From an optimization exercise on the open Yosys and OpenROAD flow, aimed at small area; shortcuts taken in it are not production practice.
The RTL was checked by simulation tests, not by an equivalence proof against the original design.
Power and IR drop assume default switching activity.

Setup of alpha:
==> module score_total, before the edit <==
module score_total(
    input wire clk,
    input wire rst,
    input wire [15:0] goal,
    input wire [15:0] wrap,
    output wire [19:0] score_dec    
);
    reg [17:0] dec;
    assign score_dec = {2'b00, dec};
    function [1:0] fa(input a, input b, input c);
        fa = {(a & b) | (c & (a ^ b)), a ^ b ^ c};
    endfunction
    function [4:0] pop16(input [15:0] v);
        reg [1:0] a0, a1, a2, a3, a4, b0, b1, b2, d0, d1, d2, e0, e1, e2;
        begin
            a0 = fa(v[0], v[1], v[2]);     a1 = fa(v[3], v[4], v[5]);
            a2 = fa(v[6], v[7], v[8]);     a3 = fa(v[9], v[10], v[11]);
            a4 = fa(v[12], v[13], v[14]);
            b0 = fa(a0[0], a1[0], a2[0]);  b1 = fa(a3[0], a4[0], v[15]);
            b2 = fa(a0[1], a1[1], a2[1]);
            d0 = fa(b0[0], b1[0], 1'b0);
            d1 = fa(b0[1], b1[1], b2[0]);
            d2 = fa(a3[1], a4[1], d0[1]);
            e0 = fa(d1[0], d2[0], 1'b0);
            e1 = fa(b2[1], d1[1], d2[1]);
            e2 = fa(e1[0], e0[1], 1'b0);
            pop16 = {e1[1] & e2[1], e1[1] ^ e2[1], e2[0], e0[0], d0[0]};
        end
    endfunction
    function [4:0] dadd(input [3:0] a, input [3:0] b, input ci);
        reg [1:0] f0, f1, f2, f3;
        reg [3:0] s;
        reg z;
        begin
            f0 = fa(a[0], b[0], ci);
            f1 = fa(a[1], b[1], f0[1]);
            f2 = fa(a[2], b[2], f1[1]);
            f3 = fa(a[3], b[3], f2[1]);
            s = {f3[0], f2[0], f1[0], f0[0]};
            z = f3[1] | (s[3] & (s[2] | s[1]));    
            dadd = {z, s[3] ^ (z & (s[2] | s[1])), s[2] ^ (z & ~s[1]), s[1] ^ z, s[0]};
        end
    endfunction
    function [4:0] dinc(input [3:0] a, input ci);
        reg nine;
        begin
            nine = a[3] & a[0];    
            if (ci & nine) dinc = 5'b10000;
            else dinc = {1'b0, a[3] ^ (ci & a[2] & a[1] & a[0]), a[2] ^ (ci & a[1] & a[0]), a[1] ^ (ci & a[0]), a[0] ^ ci};
        end
    endfunction
    function [19:0] wrap_nines(input [4:0] w);
        case (w)
            5'd0:  wrap_nines = 20'h99999; 5'd1:  wrap_nines = 20'h97951; 5'd2:  wrap_nines = 20'h95903; 5'd3:  wrap_nines = 20'h93855;
            5'd4:  wrap_nines = 20'h91807; 5'd5:  wrap_nines = 20'h89759; 5'd6:  wrap_nines = 20'h87711; 5'd7:  wrap_nines = 20'h85663;
            5'd8:  wrap_nines = 20'h83615; 5'd9:  wrap_nines = 20'h81567; 5'd10: wrap_nines = 20'h79519; 5'd11: wrap_nines = 20'h77471;
            5'd12: wrap_nines = 20'h75423; 5'd13: wrap_nines = 20'h73375; 5'd14: wrap_nines = 20'h71327; 5'd15: wrap_nines = 20'h69279;
            default: wrap_nines = 20'h67231;
        endcase
    endfunction
    function [4:0] bin_dec(input [4:0] n);
        case (n)
            5'd10: bin_dec = 5'h10; 5'd11: bin_dec = 5'h11; 5'd12: bin_dec = 5'h12; 5'd13: bin_dec = 5'h13;
            5'd14: bin_dec = 5'h14; 5'd15: bin_dec = 5'h15; 5'd16: bin_dec = 5'h16;
            default: bin_dec = n;
        endcase
    endfunction
    wire [4:0] n_goal = pop16(goal);
    wire [4:0] n_wrap = pop16(wrap);
    wire [19:0] wk = wrap_nines(n_wrap);
    wire [4:0] ng = bin_dec(n_goal);
    wire [4:0] s0 = dadd(score_dec[3:0], ng[3:0], 1'b0);
    wire [4:0] s1 = dadd(score_dec[7:4], {3'd0, ng[4]}, s0[4]);
    wire [4:0] s2 = dinc(score_dec[11:8], s1[4]);
    wire [4:0] s3 = dinc(score_dec[15:12], s2[4]);
    wire [4:0] s4 = dinc(score_dec[19:16], s3[4]);
    wire [4:0] t0 = dadd(s0[3:0], wk[3:0], 1'b1);
    wire [4:0] t1 = dadd(s1[3:0], wk[7:4], t0[4]);
    wire [4:0] t2 = dadd(s2[3:0], wk[11:8], t1[4]);
    wire [4:0] t3 = dadd(s3[3:0], wk[15:12], t2[4]);
    wire [4:0] t4 = dadd(s4[3:0], wk[19:16], t3[4]);
    always @(posedge clk) begin
        if (rst) dec <= 18'd0;
        else dec <= {t4[1:0], t3[3:0], t2[3:0], t1[3:0], t0[3:0]};
    end
endmodule
clock: 30.0 ns
lec_check: 0
cap_margin: 5
core_margin: 2
core_utilization: 70
slew_margin: 5
standard.sh (not shown) runs the stock make flow with config.mk's settings and CLKGATE_MAP_FILE= SYNTH_SCRIPT=/design/flow/synth_recipe.tcl, a recipe that flattens the netlist after the stock synthesis.
==> flow/flow/run.sh <==
#!/bin/bash
# Layout flow: the standard flow, with
#  - ABC mapping for area: ORFS's own scripts, copied, with abc_speed.script
#    replaced by flow/abc_speed.script (ORFS's speed script with area
#    recovery in &nf, two more choice-and-map rounds, and without ABC's
#    buffering and gate upsizing, which placement undoes or repeats
#    anyway); ABC maps only the logic between the registers, so the
#    registers are the standard synthesis's;
#  - the port buffers made from the smallest buffer cell instead of the one
#    buffer_ports picks by default;
#  - a clock tree of small clock buffers (clkbuf_4), each driving a cluster
#    of up to 10 registers, without dummy loads.
# The make output goes to flow_make.log here.
set -euo pipefail
rm -rf scripts_alt
cp -r "$FLOW_HOME/scripts" scripts_alt
cp flow/abc_speed.script scripts_alt/abc_speed.script
bash standard.sh \
  "SCRIPTS_DIR=$PWD/scripts_alt" \
  "BUFFER_PORTS_ARGS=-buffer_cell sky130_fd_sc_hd__buf_1" \
  "CTS_ARGS=-sink_clustering_enable -repair_clock_nets -dont_use_dummy_load -buf_list {sky130_fd_sc_hd__clkbuf_4} -sink_clustering_size 10 -sink_clustering_max_diameter 40" \
  finish > flow_make.log 2>&1
==> flow/flow/abc_speed.script <==
strash
&get -n
&st
&dch
&nf -R 1000
&st
&syn2
&if -g -K 6
&synch2
&nf -R 1000
&st
&syn2
&if -g -K 6
&synch2
&nf -R 1000
&st
&dch -f
&nf -R 2000
&st
&dch -f
&nf -R 2000
&put
topo
stime -c
### alpha -> delta
diff --git a/flow/design.v b/flow/design.v
--- a/flow/design.v
+++ b/flow/design.v
@@ -592,14 +592,12 @@
 module score_total(
     input wire clk,
     input wire rst,
     input wire [15:0] goal,
     input wire [15:0] wrap,
-    output wire [19:0] score_dec    
+    output reg [19:0] score_dec     
 );
-    reg [17:0] dec;
-    assign score_dec = {2'b00, dec};
     function [1:0] fa(input a, input b, input c);
         fa = {(a & b) | (c & (a ^ b)), a ^ b ^ c};
     endfunction
     function [4:0] pop16(input [15:0] v);
         reg [1:0] a0, a1, a2, a3, a4, b0, b1, b2, d0, d1, d2, e0, e1, e2;
@@ -669,12 +667,12 @@
     wire [4:0] t1 = dadd(s1[3:0], wk[7:4], t0[4]);
     wire [4:0] t2 = dadd(s2[3:0], wk[11:8], t1[4]);
     wire [4:0] t3 = dadd(s3[3:0], wk[15:12], t2[4]);
     wire [4:0] t4 = dadd(s4[3:0], wk[19:16], t3[4]);
     always @(posedge clk) begin
-        if (rst) dec <= 18'd0;
-        else dec <= {t4[1:0], t3[3:0], t2[3:0], t1[3:0], t0[3:0]};
+        if (rst) score_dec <= 20'd0;
+        else score_dec <= {t4[3:0], t3[3:0], t2[3:0], t1[3:0], t0[3:0]};
     end
 endmodule
 `timescale 1ns / 1ps
 module dk_core(
 	input wire clk,
Notes after the runs:
delta completed every stage of the flow, and the final layout passed the timing, design-rule and antenna checks.
alpha: done, clean on timing, DRC and antenna
Changes observed in delta relative to alpha: switching power total increased 10%; count of placed standard cells including taps comparable.
Going from alpha to delta, global-route usage rose by 0.58 points; diode insertion count for antenna repair went up; simple-gate area share of the yosys netlist has remained practically unchanged; total wire length after detailed routing up 2100 um; total power moved up.
Summary of the comparison: headroom to the max-slew limit is lower in delta, relative to alpha.
delta vs alpha: final estimated routing congestion in global placement down slightly
Compared with alpha, delta shows a final period demand of the worst path that is 240 ps higher.
When the final numbers for delta and alpha were put side by side, the clock-buffer cell count turned out to be greater in alpha.

-- port drivers added, routing unchanged --
No port has a modelled driver above. Below, the same layouts with a new extraction and two added sets of constraints.
Step 1 assumes that a clkbuf_16 drives the clock port and a buf_2 every other input.
Step 2 adds t to the input delays and takes it off the output delays; t is the mean of the earliest and latest rising clock arrival at the registers after step 1. Input paths then give back, and output paths get back, about the clock's delay inside the block.
Slacks: no drivers / after step 1 / after step 2; pairs: no drivers / after step 1.
| run | t, ns | setup slack, ns | hold slack, ns | clock arrival spread, ns | worst slew at a driven data input, ns |
|---|---|---|---|---|---|
| alpha | 0.978 | 14.775 / 14.775 / 14.775 | 0.441 / 0.441 / 0.441 | 0.149 / 0.149 | 0.04 |
| delta | 0.986 | 14.540 / 14.540 / 14.540 | 0.464 / 0.464 / 0.464 | 0.141 / 0.141 | 0.04 |
After both steps every run listed still meets setup and hold.
